This design comes from an exercise in tuning for small area on the open sky130 flow, not from production work. Function was checked by simulation only, so behaviour that the tests miss may differ from the original. Power is estimated from default activity; no workload was simulated.

==> design.v <==
module gelu_corr (x03, x04, x05, x06, x00, x01, x02, x07, x08, x09, x10, z0, z1, z2, z3, z4);
  input  x03, x04, x05, x06, x00, x01, x02, x07, x08, x09, x10;
  output z0, z1, z2, z3, z4;
  wire new_n17, new_n18, new_n19, new_n20, new_n21, new_n22, new_n23,
    new_n24, new_n25, new_n27, new_n28, new_n29, new_n30, new_n31, new_n32,
    new_n33, new_n34, new_n35, new_n36, new_n37, new_n38, new_n39, new_n40,
    new_n41, new_n42, new_n43, new_n44, new_n45, new_n46, new_n47, new_n48,
    new_n49, new_n51, new_n52, new_n53, new_n54, new_n55, new_n56, new_n57,
    new_n58, new_n59, new_n60, new_n61, new_n62, new_n63, new_n64, new_n65,
    new_n66, new_n67, new_n68, new_n69, new_n70, new_n71, new_n72, new_n73,
    new_n74, new_n75, new_n76, new_n77, new_n78, new_n79, new_n80, new_n81,
    new_n82, new_n83, new_n84, new_n85, new_n86, new_n87, new_n88, new_n89,
    new_n90, new_n91, new_n92, new_n93, new_n94, new_n95, new_n96, new_n97,
    new_n98, new_n99, new_n100, new_n101, new_n102, new_n103, new_n104,
    new_n105, new_n106, new_n107, new_n108, new_n109, new_n110, new_n111,
    new_n112, new_n113, new_n114, new_n115, new_n116, new_n117, new_n118,
    new_n119, new_n120, new_n121, new_n122, new_n123, new_n124, new_n125,
    new_n126, new_n127, new_n128, new_n129, new_n130, new_n131, new_n132,
    new_n133, new_n134, new_n135, new_n137, new_n138, new_n139, new_n140,
    new_n141, new_n142, new_n143, new_n144, new_n145, new_n146, new_n147,
    new_n148, new_n149, new_n150, new_n151, new_n152, new_n153, new_n154,
    new_n155, new_n156, new_n157, new_n158, new_n159, new_n160, new_n161,
    new_n162, new_n163, new_n164, new_n165, new_n166, new_n167, new_n168,
    new_n169, new_n170, new_n171, new_n172, new_n173, new_n174, new_n175,
    new_n176, new_n177, new_n178, new_n179, new_n180, new_n181, new_n182,
    new_n183, new_n184, new_n185, new_n187, new_n188, new_n189, new_n190,
    new_n191, new_n192, new_n193, new_n194, new_n195, new_n196, new_n197,
    new_n198, new_n199, new_n200, new_n201, new_n202, new_n203, new_n204,
    new_n205, new_n206, new_n207, new_n208, new_n209, new_n210, new_n211,
    new_n212, new_n213, new_n214, new_n215, new_n216, new_n217, new_n218,
    new_n219, new_n220, new_n221, new_n222, new_n223, new_n224, new_n225,
    new_n226, new_n227, new_n228, new_n229, new_n230, new_n231, new_n232,
    new_n233, new_n234, new_n235, new_n236, new_n237, new_n238, new_n239,
    new_n240, new_n241, new_n242, new_n243, new_n244, new_n245, new_n246,
    new_n247, new_n248, new_n249, new_n250, new_n251, new_n252, new_n253,
    new_n254, new_n255;
  assign new_n17 = ~x09 & ~x10;
  assign new_n18 = ~x07 & ~x08;
  assign new_n19 = new_n17 & new_n18;
  assign new_n20 = x05 & x06;
  assign new_n21 = ~new_n19 & new_n20;
  assign new_n22 = x02 & new_n21;
  assign new_n23 = ~x04 & ~new_n22;
  assign new_n24 = x00 & x01;
  assign new_n25 = x02 & new_n24;
  assign z0 = ~new_n23 & new_n25;
  assign new_n27 = x06 & x07;
  assign new_n28 = ~x05 & ~new_n27;
  assign new_n29 = x06 & ~x07;
  assign new_n30 = ~x08 & ~x09;
  assign new_n31 = x02 & ~new_n30;
  assign new_n32 = ~x03 & ~x09;
  assign new_n33 = x08 & ~new_n17;
  assign new_n34 = ~new_n32 & new_n33;
  assign new_n35 = ~new_n31 & ~new_n34;
  assign new_n36 = new_n29 & ~new_n35;
  assign new_n37 = new_n28 & ~new_n36;
  assign new_n38 = new_n23 & ~new_n37;
  assign new_n39 = x09 & x10;
  assign new_n40 = x03 & x08;
  assign new_n41 = ~x05 & ~new_n40;
  assign new_n42 = ~new_n39 & new_n41;
  assign new_n43 = ~x03 & ~x08;
  assign new_n44 = new_n29 & ~new_n43;
  assign new_n45 = ~new_n42 & new_n44;
  assign new_n46 = ~x02 & ~new_n45;
  assign new_n47 = x04 & new_n28;
  assign new_n48 = new_n46 & new_n47;
  assign new_n49 = ~new_n38 & ~new_n48;
  assign z1 = new_n24 & ~new_n49;
  assign new_n51 = x08 & new_n39;
  assign new_n52 = ~x06 & ~new_n40;
  assign new_n53 = ~new_n51 & new_n52;
  assign new_n54 = ~x06 & ~x07;
  assign new_n55 = x02 & ~new_n54;
  assign new_n56 = ~new_n53 & new_n55;
  assign new_n57 = x05 & ~new_n56;
  assign new_n58 = new_n17 & new_n43;
  assign new_n59 = ~x05 & x02;
  assign new_n60 = x07 & new_n59;
  assign new_n61 = ~new_n58 & new_n60;
  assign new_n62 = ~new_n57 & ~new_n61;
  assign new_n63 = x06 & new_n59;
  assign new_n64 = new_n62 & ~new_n63;
  assign new_n65 = x00 & ~x01;
  assign new_n66 = ~x04 & new_n65;
  assign new_n67 = ~new_n64 & new_n66;
  assign new_n68 = ~new_n27 & ~new_n54;
  assign new_n69 = ~x06 & ~new_n39;
  assign new_n70 = x09 & new_n69;
  assign new_n71 = ~x05 & ~new_n70;
  assign new_n72 = ~new_n43 & ~new_n71;
  assign new_n73 = x07 & ~new_n72;
  assign new_n74 = ~x03 & x02;
  assign new_n75 = ~x06 & x02;
  assign new_n76 = ~new_n74 & ~new_n75;
  assign new_n77 = ~x08 & ~new_n39;
  assign new_n78 = new_n76 & new_n77;
  assign new_n79 = new_n73 & new_n78;
  assign new_n80 = x03 & ~new_n39;
  assign new_n81 = ~x03 & ~new_n17;
  assign new_n82 = ~new_n80 & ~new_n81;
  assign new_n83 = x03 & x09;
  assign new_n84 = ~new_n39 & ~new_n83;
  assign new_n85 = ~x08 & ~new_n84;
  assign new_n86 = ~new_n82 & ~new_n85;
  assign new_n87 = new_n54 & ~new_n86;
  assign new_n88 = ~new_n33 & new_n36;
  assign new_n89 = ~new_n87 & ~new_n88;
  assign new_n90 = ~new_n17 & new_n43;
  assign new_n91 = ~new_n51 & ~new_n90;
  assign new_n92 = x02 & new_n27;
  assign new_n93 = ~new_n91 & new_n92;
  assign new_n94 = ~x04 & ~x05;
  assign new_n95 = ~new_n93 & new_n94;
  assign new_n96 = new_n89 & new_n95;
  assign new_n97 = ~new_n79 & new_n96;
  assign new_n98 = ~new_n33 & ~new_n40;
  assign new_n99 = ~new_n35 & ~new_n98;
  assign new_n100 = new_n94 & ~new_n99;
  assign new_n101 = ~new_n97 & ~new_n100;
  assign new_n102 = ~new_n68 & ~new_n101;
  assign new_n103 = new_n24 & ~new_n102;
  assign new_n104 = ~new_n21 & ~new_n36;
  assign new_n105 = ~x04 & ~new_n104;
  assign new_n106 = new_n103 & ~new_n105;
  assign new_n107 = ~new_n67 & ~new_n106;
  assign new_n108 = x10 & new_n30;
  assign new_n109 = new_n59 & ~new_n108;
  assign new_n110 = new_n89 & new_n109;
  assign new_n111 = ~x06 & ~x09;
  assign new_n112 = x10 & new_n111;
  assign new_n113 = new_n62 & new_n112;
  assign new_n114 = x02 & x10;
  assign new_n115 = new_n18 & new_n114;
  assign new_n116 = new_n76 & ~new_n115;
  assign new_n117 = ~new_n17 & ~new_n39;
  assign new_n118 = x08 & new_n27;
  assign new_n119 = ~new_n117 & new_n118;
  assign new_n120 = ~new_n116 & ~new_n119;
  assign new_n121 = ~new_n113 & new_n120;
  assign new_n122 = ~new_n110 & ~new_n121;
  assign new_n123 = ~x06 & ~new_n34;
  assign new_n124 = ~x03 & ~new_n54;
  assign new_n125 = ~new_n123 & new_n124;
  assign new_n126 = new_n37 & ~new_n125;
  assign new_n127 = ~new_n122 & ~new_n126;
  assign new_n128 = x04 & ~new_n127;
  assign new_n129 = ~new_n27 & ~new_n45;
  assign new_n130 = ~x02 & ~new_n129;
  assign new_n131 = new_n128 & ~new_n130;
  assign new_n132 = x05 & ~x02;
  assign new_n133 = new_n131 & new_n132;
  assign new_n134 = ~new_n131 & ~new_n132;
  assign new_n135 = ~new_n133 & ~new_n134;
  assign z2 = ~new_n107 & ~new_n135;
  assign new_n137 = new_n29 & z2;
  assign new_n138 = ~x05 & ~new_n99;
  assign new_n139 = ~x06 & ~new_n138;
  assign new_n140 = new_n24 & ~new_n139;
  assign new_n141 = ~new_n54 & ~new_n140;
  assign new_n142 = ~x07 & x08;
  assign new_n143 = new_n64 & ~new_n142;
  assign new_n144 = new_n89 & new_n143;
  assign new_n145 = ~new_n58 & ~new_n144;
  assign new_n146 = ~new_n103 & new_n145;
  assign new_n147 = ~new_n141 & ~new_n146;
  assign new_n148 = new_n30 & new_n54;
  assign new_n149 = new_n91 & new_n148;
  assign new_n150 = ~x08 & new_n84;
  assign new_n151 = new_n27 & ~new_n150;
  assign new_n152 = ~x03 & new_n151;
  assign new_n153 = new_n51 & ~new_n68;
  assign new_n154 = x02 & ~new_n153;
  assign new_n155 = ~new_n152 & new_n154;
  assign new_n156 = ~new_n149 & ~new_n155;
  assign new_n157 = x05 & new_n156;
  assign new_n158 = new_n147 & ~new_n157;
  assign new_n159 = ~new_n137 & new_n158;
  assign new_n160 = ~new_n33 & new_n74;
  assign new_n161 = new_n151 & ~new_n160;
  assign new_n162 = new_n64 & ~new_n161;
  assign new_n163 = ~x01 & ~new_n162;
  assign new_n164 = x03 & x10;
  assign new_n165 = ~x08 & ~new_n164;
  assign new_n166 = ~x07 & ~new_n165;
  assign new_n167 = new_n30 & ~new_n164;
  assign new_n168 = ~new_n166 & ~new_n167;
  assign new_n169 = ~x06 & new_n59;
  assign new_n170 = x01 & new_n169;
  assign new_n171 = ~new_n168 & new_n170;
  assign new_n172 = ~x00 & ~new_n171;
  assign new_n173 = ~x04 & ~new_n172;
  assign new_n174 = ~new_n163 & new_n173;
  assign new_n175 = ~new_n159 & new_n174;
  assign new_n176 = new_n20 & new_n40;
  assign new_n177 = ~new_n32 & ~new_n43;
  assign new_n178 = new_n54 & new_n177;
  assign new_n179 = ~new_n176 & ~new_n178;
  assign new_n180 = ~x05 & new_n108;
  assign new_n181 = ~new_n179 & ~new_n180;
  assign new_n182 = ~new_n68 & ~new_n181;
  assign new_n183 = new_n46 & ~new_n182;
  assign new_n184 = new_n24 & ~new_n183;
  assign new_n185 = new_n128 & new_n184;
  assign z3 = new_n175 | new_n185;
  assign new_n187 = new_n65 & new_n169;
  assign new_n188 = new_n54 & new_n100;
  assign new_n189 = ~new_n187 & ~new_n188;
  assign new_n190 = x01 & new_n95;
  assign new_n191 = new_n189 & ~new_n190;
  assign new_n192 = x02 & ~x07;
  assign new_n193 = ~new_n111 & ~new_n192;
  assign new_n194 = new_n43 & ~new_n193;
  assign new_n195 = x01 & new_n54;
  assign new_n196 = ~new_n75 & ~new_n195;
  assign new_n197 = ~new_n194 & new_n196;
  assign new_n198 = new_n172 & ~new_n197;
  assign new_n199 = ~new_n191 & new_n198;
  assign new_n200 = ~new_n147 & new_n199;
  assign new_n201 = ~x03 & new_n112;
  assign new_n202 = new_n127 & ~new_n201;
  assign new_n203 = ~new_n99 & ~new_n167;
  assign new_n204 = x02 & ~new_n69;
  assign new_n205 = new_n68 & ~new_n204;
  assign new_n206 = ~new_n203 & new_n205;
  assign new_n207 = ~new_n33 & new_n59;
  assign new_n208 = ~new_n206 & ~new_n207;
  assign new_n209 = ~new_n179 & ~new_n208;
  assign new_n210 = x04 & ~new_n209;
  assign new_n211 = new_n59 & new_n148;
  assign new_n212 = ~x05 & new_n165;
  assign new_n213 = ~new_n32 & ~new_n52;
  assign new_n214 = ~new_n212 & new_n213;
  assign new_n215 = new_n73 & ~new_n214;
  assign new_n216 = new_n46 & ~new_n181;
  assign new_n217 = ~new_n215 & new_n216;
  assign new_n218 = ~new_n211 & ~new_n217;
  assign new_n219 = new_n210 & new_n218;
  assign new_n220 = ~new_n202 & new_n219;
  assign new_n221 = new_n97 & ~new_n206;
  assign new_n222 = ~new_n19 & new_n192;
  assign new_n223 = ~new_n75 & ~new_n222;
  assign new_n224 = ~x06 & ~new_n77;
  assign new_n225 = new_n33 & ~new_n80;
  assign new_n226 = ~new_n224 & ~new_n225;
  assign new_n227 = ~new_n223 & new_n226;
  assign new_n228 = x05 & ~new_n227;
  assign new_n229 = ~new_n156 & new_n228;
  assign new_n230 = ~new_n210 & new_n229;
  assign new_n231 = ~new_n221 & ~new_n230;
  assign new_n232 = ~new_n220 & new_n231;
  assign new_n233 = new_n24 & ~new_n232;
  assign new_n234 = ~new_n129 & new_n162;
  assign new_n235 = ~x04 & ~new_n57;
  assign new_n236 = ~new_n234 & new_n235;
  assign new_n237 = x08 & ~new_n32;
  assign new_n238 = ~new_n111 & new_n237;
  assign new_n239 = new_n192 & ~new_n238;
  assign new_n240 = new_n54 & ~new_n114;
  assign new_n241 = ~new_n59 & ~new_n240;
  assign new_n242 = x03 & ~new_n19;
  assign new_n243 = ~new_n241 & ~new_n242;
  assign new_n244 = ~new_n239 & ~new_n243;
  assign new_n245 = ~new_n236 & new_n244;
  assign new_n246 = ~x02 & new_n84;
  assign new_n247 = ~new_n123 & ~new_n246;
  assign new_n248 = ~new_n144 & ~new_n247;
  assign new_n249 = new_n236 & new_n248;
  assign new_n250 = x03 & ~new_n77;
  assign new_n251 = ~new_n189 & ~new_n250;
  assign new_n252 = ~new_n66 & ~new_n251;
  assign new_n253 = ~new_n249 & ~new_n252;
  assign new_n254 = ~new_n245 & new_n253;
  assign new_n255 = ~new_n233 & ~new_n254;
  assign z4 = new_n200 | ~new_n255;
endmodule
module Gelu (
    input  [2:0] in_scale,
    input        g,
    input  [7:0] x,
    output [7:0] y
);
wire       sign = x[7];
wire [6:0] m    = x[6:0] ^ {7{sign}};
wire [4:0] ct;
gelu_corr u_c (
    .x00(in_scale[2]), .x01(in_scale[1]), .x02(in_scale[0]), .x03(sign),
    .x04(m[6]), .x05(m[5]), .x06(m[4]), .x07(m[3]), .x08(m[2]), .x09(m[1]), .x10(m[0]),
    .z0(ct[4]), .z1(ct[3]), .z2(ct[2]), .z3(ct[1]), .z4(ct[0])
);
wire [6:0] a = x[6:0] & {7{~sign & g}};
wire [6:0] c = {2'b00, ct & {5{g}}};
wire [7:0] b;                        
assign b[0] = 1'b0;
genvar i;
generate
    for (i = 0; i < 7; i = i + 1) begin : sub
        wire p = a[i] ^ c[i];
        assign y[i]   = p ^ b[i];
        assign b[i+1] = (~a[i] & c[i]) | (~p & b[i]);
    end
endgenerate
assign y[7] = b[7];
endmodule
module Gelu_Top
(
    input clk,
    input rst_n,
    input gelu,
    input [2:0]    in_scale,
    input [8 *32-1:0]    dat_in,
    output[8 *32-1:0]    dat_out,
    input  in_vld,
    output out_vld
);
wire [8 *32-1:0] y;
genvar i;
generate
    for (i = 0; i < 32; i = i + 1) begin : act
        Gelu u_Gelu (
            .in_scale (in_scale),
            .g        (gelu),
            .x        (dat_in[i*8 +: 8]),
            .y        (y[i*8 +: 8])
        );
    end
endgenerate
reg [8 *32-1:0] y_reg;
reg vld_reg;
always @(posedge clk) y_reg <= y;
always @(posedge clk or negedge rst_n)
    if (!rst_n) vld_reg <= 1'b0;
    else        vld_reg <= in_vld;
assign dat_out = y_reg;
assign out_vld = vld_reg;
endmodule
==> flow/run.sh <==
#!/bin/bash
# Own layout flow: the standard ORFS flow (standard.sh) with these changes:
#  - synthesis maps the logic with its own ABC script (flow/abc_area.script: a
#    balanced AIG mapped for area under a 2.5 ns delay target, with no buffering or
#    upsizing inside ABC, as OpenROAD repairs timing later) and without
#    Yosys's full/half-adder extraction;
#  - ports are buffered with sky130_fd_sc_hd__buf_1;
#  - CTS clusters up to 20 sinks within 80 um per leaf buffer and adds no dummy loads.
# make's output goes to flow_make.log here; ORFS keeps each step's log under orfs/logs.
set -euo pipefail
W=$(pwd)
rm -rf "$W/scripts"
cp -r "$FLOW_HOME/scripts" "$W/scripts"
cp "$W/flow/abc_area.script" "$W/scripts/abc_area.script"
export SCRIPTS_DIR="$W/scripts"
bash standard.sh ADDER_MAP_FILE= \
  "BUFFER_PORTS_ARGS=-buffer_cell sky130_fd_sc_hd__buf_1" \
  "CTS_ARGS=-sink_clustering_enable -repair_clock_nets -dont_use_dummy_load -sink_clustering_size 20 -sink_clustering_max_diameter 80" \
  finish > "$W/flow_make.log" 2>&1
==> flow/abc_area.script <==
strash
&get -n
&b
&put
dch
map -D 2500
topo
==> standard.sh <==
#!/bin/bash
# synth_recipe.tcl (not shown) runs the flow's synth.tcl, then flattens the netlist and writes it again
# the make line also repeats each setting of config.mk as NAME=value (left out here)
make -C /OpenROAD-flow-scripts/flow DESIGN_CONFIG=/design/flow/config.mk WORK_HOME=/design/flow/orfs CLKGATE_MAP_FILE= SYNTH_SCRIPT=/design/flow/synth_recipe.tcl "${@:-finish}"
==> config.mk <==
export PLATFORM = sky130hd
export DESIGN_NAME = Gelu_Top
export DESIGN_NICKNAME = Gelu_Top
export VERILOG_FILES = /design/flow/design.v
export SDC_FILE = /design/flow/constraint.sdc
export NUM_CORES = 8
export LEC_CHECK = 0
export ABC_AREA = 1
export CAP_MARGIN = 20
export CORE_MARGIN = 2
export CORE_UTILIZATION = 40
export GPL_TIMING_DRIVEN = 0
export PLACE_DENSITY = 0.7
export SETUP_SLACK_MARGIN = 0.15
export SLEW_MARGIN = 20
==> constraint.sdc <==
create_clock -name core_clock -period 6.0 [get_ports {clk}]
set_input_delay 1.2000 -clock core_clock [delete_from_list [all_inputs] [get_ports {clk}]]
set_output_delay 1.2000 -clock core_clock [all_outputs]
set_load 0.01 [all_outputs]
==> flow_summary.toml <==
[global_route]
grt_pass1_wl_microns = 288000
grt_max_degree = 199
use_met3_pct = 6.79
grtUsageMet2_pct = 54.5
grt_pass1_vias = 53609
top_usage_layer = "met2"
antenna_found_initial = 27
met1_usage_pct = 43.0
gr-total-overflow = 0
track_usage_pct = 34.2

[layout]
largest_register_ffs = 256
layout.nets = 8436
fill_cells = 10558
drive_above_1_share_pct = 3.11
regArea_sq_mm = 0.00515
syn_to_final_growth_pct = 14.1
multiInputGateArea_sq_mm = 0.0310
utilization_pct = 46.1

[yosys]
async_reset_ff_share_pct = 0.389
avgSynthCellArea_sq_um = 5.24
synth_mux_area_share_pct = 0
synth_xor_area_share_pct = 3.55
synthFlopType = "dfxtp_1"
synth_fa_ha_area_share_pct = 0
synth_fp_nets = 7849
synth_area_leaders = "nor2_1, nand2_1, dfxtp_1"
netlist.area_leader.share_pct = 15.3
yosysSeqAreaShare_pct = 13.0
synth.distinct_cells = 43
synth_area_leader_cell = "nor2_1"
yosys_warnings = 1
synth_compound_area_share_pct = 34.6
synth_top_family_by_area = "simple AND/OR/NAND/NOR gates"
ys_seq_elements = 257
synth_cells = 7586
synthSimpleGateAreaFrac_pct = 39.2
synth_edf_count = 0
syn-cell-area_sq_mm = 0.0398

[critical_path]
worst_ep_required_time_ns = 6.62
end_kind = "flop"
crit_top_cell = "o21ai_0"
crit_family = "compound AO/OA/AOI/OAI gates"
critPathBufInv = 4
crit_path_max_incr_delay_ns = 0.43
cp.arrival_ns = 6.15
slowest_stage = "nor2_2"
crit_type = "primary input to flop"
start_kind = "primary input"
crit_path_max_fanout = 14

[floorplanning]
dieArea_sq_mm = 0.102
start_util_pct = 40.4
core_sq_mm = 0.0984
std_cell_rows = 115
die_x_microns = 319
ioPinCount = 520
dieHeight_microns = 319

[pwr]
intPower_mw = 4.26
clock_power_share_pct = 19.0
peakVddDrop_uv = 239
p_switching_mw = 4.27
comb_power_share_pct = 55.3
swShare_pct = 50.0
p_leak_nw = 17.8
seqPwrFrac_pct = 25.7
p_total_mw = 8.53
pwr_density_cell_mw_per_mm2 = 188

[route]
vias = 59717
wl_per_cell_microns = 19.8
drc_errors = 0
vias_per_cell = 6.30
finalWirelength_microns = 188000
dr.pass1.iters = 10
postRouteAntennaNets = 0
drtIter0Drc = 10036

[cts]
root_buffer = "clkbuf_16"
holdBufCountCts = 0
clk_pin_slew_ns = 0.08
cts_made_buffers = 30
clock_path_buffers = 3
htreeDepth = 1
clock_sinks = 257
cts_tree = "yes"

[sta]
fin_crit_ns = 5.54
drv_slew = 0
rsz0062_at_grt = "no"
max_freq_ghz = 0.181
slew_headroom_pct = 30.1
hold_viol_final = 0
worst_pin_slew_ns = 1.05
finalCritPeriodShare_pct = 92.3
setup_violations = 0

[hold_path]
hold_path_class = "primary input to async pin"

[run_status]
status = "timing/DRC/antenna clean"

[placement]
port_buffers = 519
gp_congestion = 1.05
dp_hpwl_microns = 140000

[job]
maxCapViolCount = 0
## worst paths after layout
path | from | end | slack [ns] | cells past startpoint
max | dat_in[159] | y_reg[158] | 0.46 | 26
min | rst_n | vld_reg | 0.32 | 1
max in group asynchronous | rst_n | vld_reg | 5.58 | 1
min in group core_clock | in_vld | vld_reg | 0.74 | 1
## through the flow
| stage | hold slack [ns] | setup TNS (ns) | instances | setup WS [ns] | cell area [sq um] |
|---|---|---|---|---|---|
| final | 0.323 | 0 | 9480 | 0.463 | 45400 |
| after global routing | 0.308 | 0 | 9475 | 0.132 | 45400 |
| after CTS | 0.302 | 0 | 9455 | 0.184 | 45000 |
| after detailed placement | 0.965 | -234.09 | 9424 | -2.10 | 44100 |
| after global placement | 0.966 | -4798.15 | 9392 | -20.34 | 43300 |
| after floorplan | 0.904 | 0 | 7586 | 0.263 | 39800 |
## synthesized netlist by cell type, types with 5 or more instances
cell type	count
o21ai_0	738
a32o_1	46
dfxtp_1	256
o22ai_1	127
xor2_1	84
or2_2	7
a21oi_1	618
o211a_1	6
a221oi_1	29
nand2_1	1576
o32a_2	8
nand3_1	381
nand3b_1	10
xnor2_1	77
o21bai_1	14
nor3_1	176
o31ai_1	60
o32ai_1	25
a2111oi_0	20
a21boi_0	56
o221ai_1	9
a31o_2	8
clkinv_1	1028
and3_2	13
a211oi_1	19
a32oi_1	22
a311oi_1	63
o311ai_0	5
o211ai_1	257
a31oi_1	76
a22oi_1	14
nor2_1	1624
nand4_1	89
o21a_1	30
## logic make-up after synthesis
family | count (synthesis)
simple gates | 3879
compound gates | 2261
buf+inv | 1028
flops | 257
xor+xnor | 161
## power groups by stage
stage | clock network, mW | logic [mW] | registers (mW)
6_report | 1.62 | 4.72 | 2.19
5_1_grt | 1.74 | 5.12 | 2.22
4_1_cts | 1.67 | 4.50 | 2.19
3_5_place_dp | 0 | 4.47 | 2.22
3_3_place_gp | 0 | 4.57 | 2.22
2_1_floorplan | 0 | 2.79 | 2.34
## repair_timing
action / CTS / global route
cloned: 0 / 1
gates resized for setup: 58 / 101
setup buffers: 1 / 2
setup endpoints to repair: 154 / 116
pin swaps: 1 / 0
## layer usage
layer,wire (microns),vias to the layer above,share of wire (%)
met2,81200,4845,43
met1,70600,26163,38
met5,204,-,0.11
met4,12100,12,6.5
li1,-,27515,-
met3,23400,1182,12
## cells in the final DEF (no fill, tap or decap), types with 25 or more instances in the layout
cell | synthesis | routed
buf_1 | 0 | 483
a31oi_1 | 76 | 76
o21a_1 | 30 | 30
nand2_1 | 1576 | 1576
a311oi_1 | 63 | 63
nor2_1 | 1624 | 1559
clkbuf_16 | 0 | 31
a221oi_1 | 29 | 29
clkinv_1 | 1028 | 980
nor2_2 | 0 | 48
nand3_1 | 381 | 381
o21ai_0 | 738 | 730
a21boi_0 | 56 | 56
dfxtp_1 | 256 | 256
xnor2_1 | 77 | 77
o32ai_1 | 25 | 25
nor3_1 | 176 | 176
o22ai_1 | 127 | 127
a21oi_1 | 618 | 618
o211ai_1 | 257 | 257
nand4_1 | 89 | 89
xor2_1 | 84 | 84
a32o_1 | 46 | 46
o31ai_1 | 60 | 60
## cell type report
| class | count | area share, % |
|---|---|---|
| sequential | 257 | 11.4 |
| inverter | 1028 | 8.88 |
| multi-input combinational | 6301 | 68.3 |
| timing repair buffer | 555 | 6.13 |
| antenna | 22 | 0.121 |
| tap | 1287 | 3.55 |
| clock buffer | 30 | 1.65 |

static timing again, ports no longer ideal:
Ports are ideal in the flow. The routed layout listed here was re-timed in OpenROAD.
Step 1 sets driving cells, clkbuf_16 on the clock port and buf_2 on the other inputs (assumed; they add their load-dependent delay and slew).
Step 2, shift: input delay + t, output delay - t, t = (earliest + latest rising clock arrival at the registers) / 2. This alone moves slack from input paths to output paths.
Three values: ideal, step 1, step 2; two values: the first two.
t (ns): 0.707
slack for setup (ns): 0.463 / 0.488 / -0.219
latest minus earliest clock arrival (ns): 0.066 / 0.065
worst slew at a driven data input, ns: 0.16
Met with ideal ports but missed after step 2: setup timing in this run. The setup slack of this run moves by +0.025 ns with the drivers and by -0.682 ns with both steps.
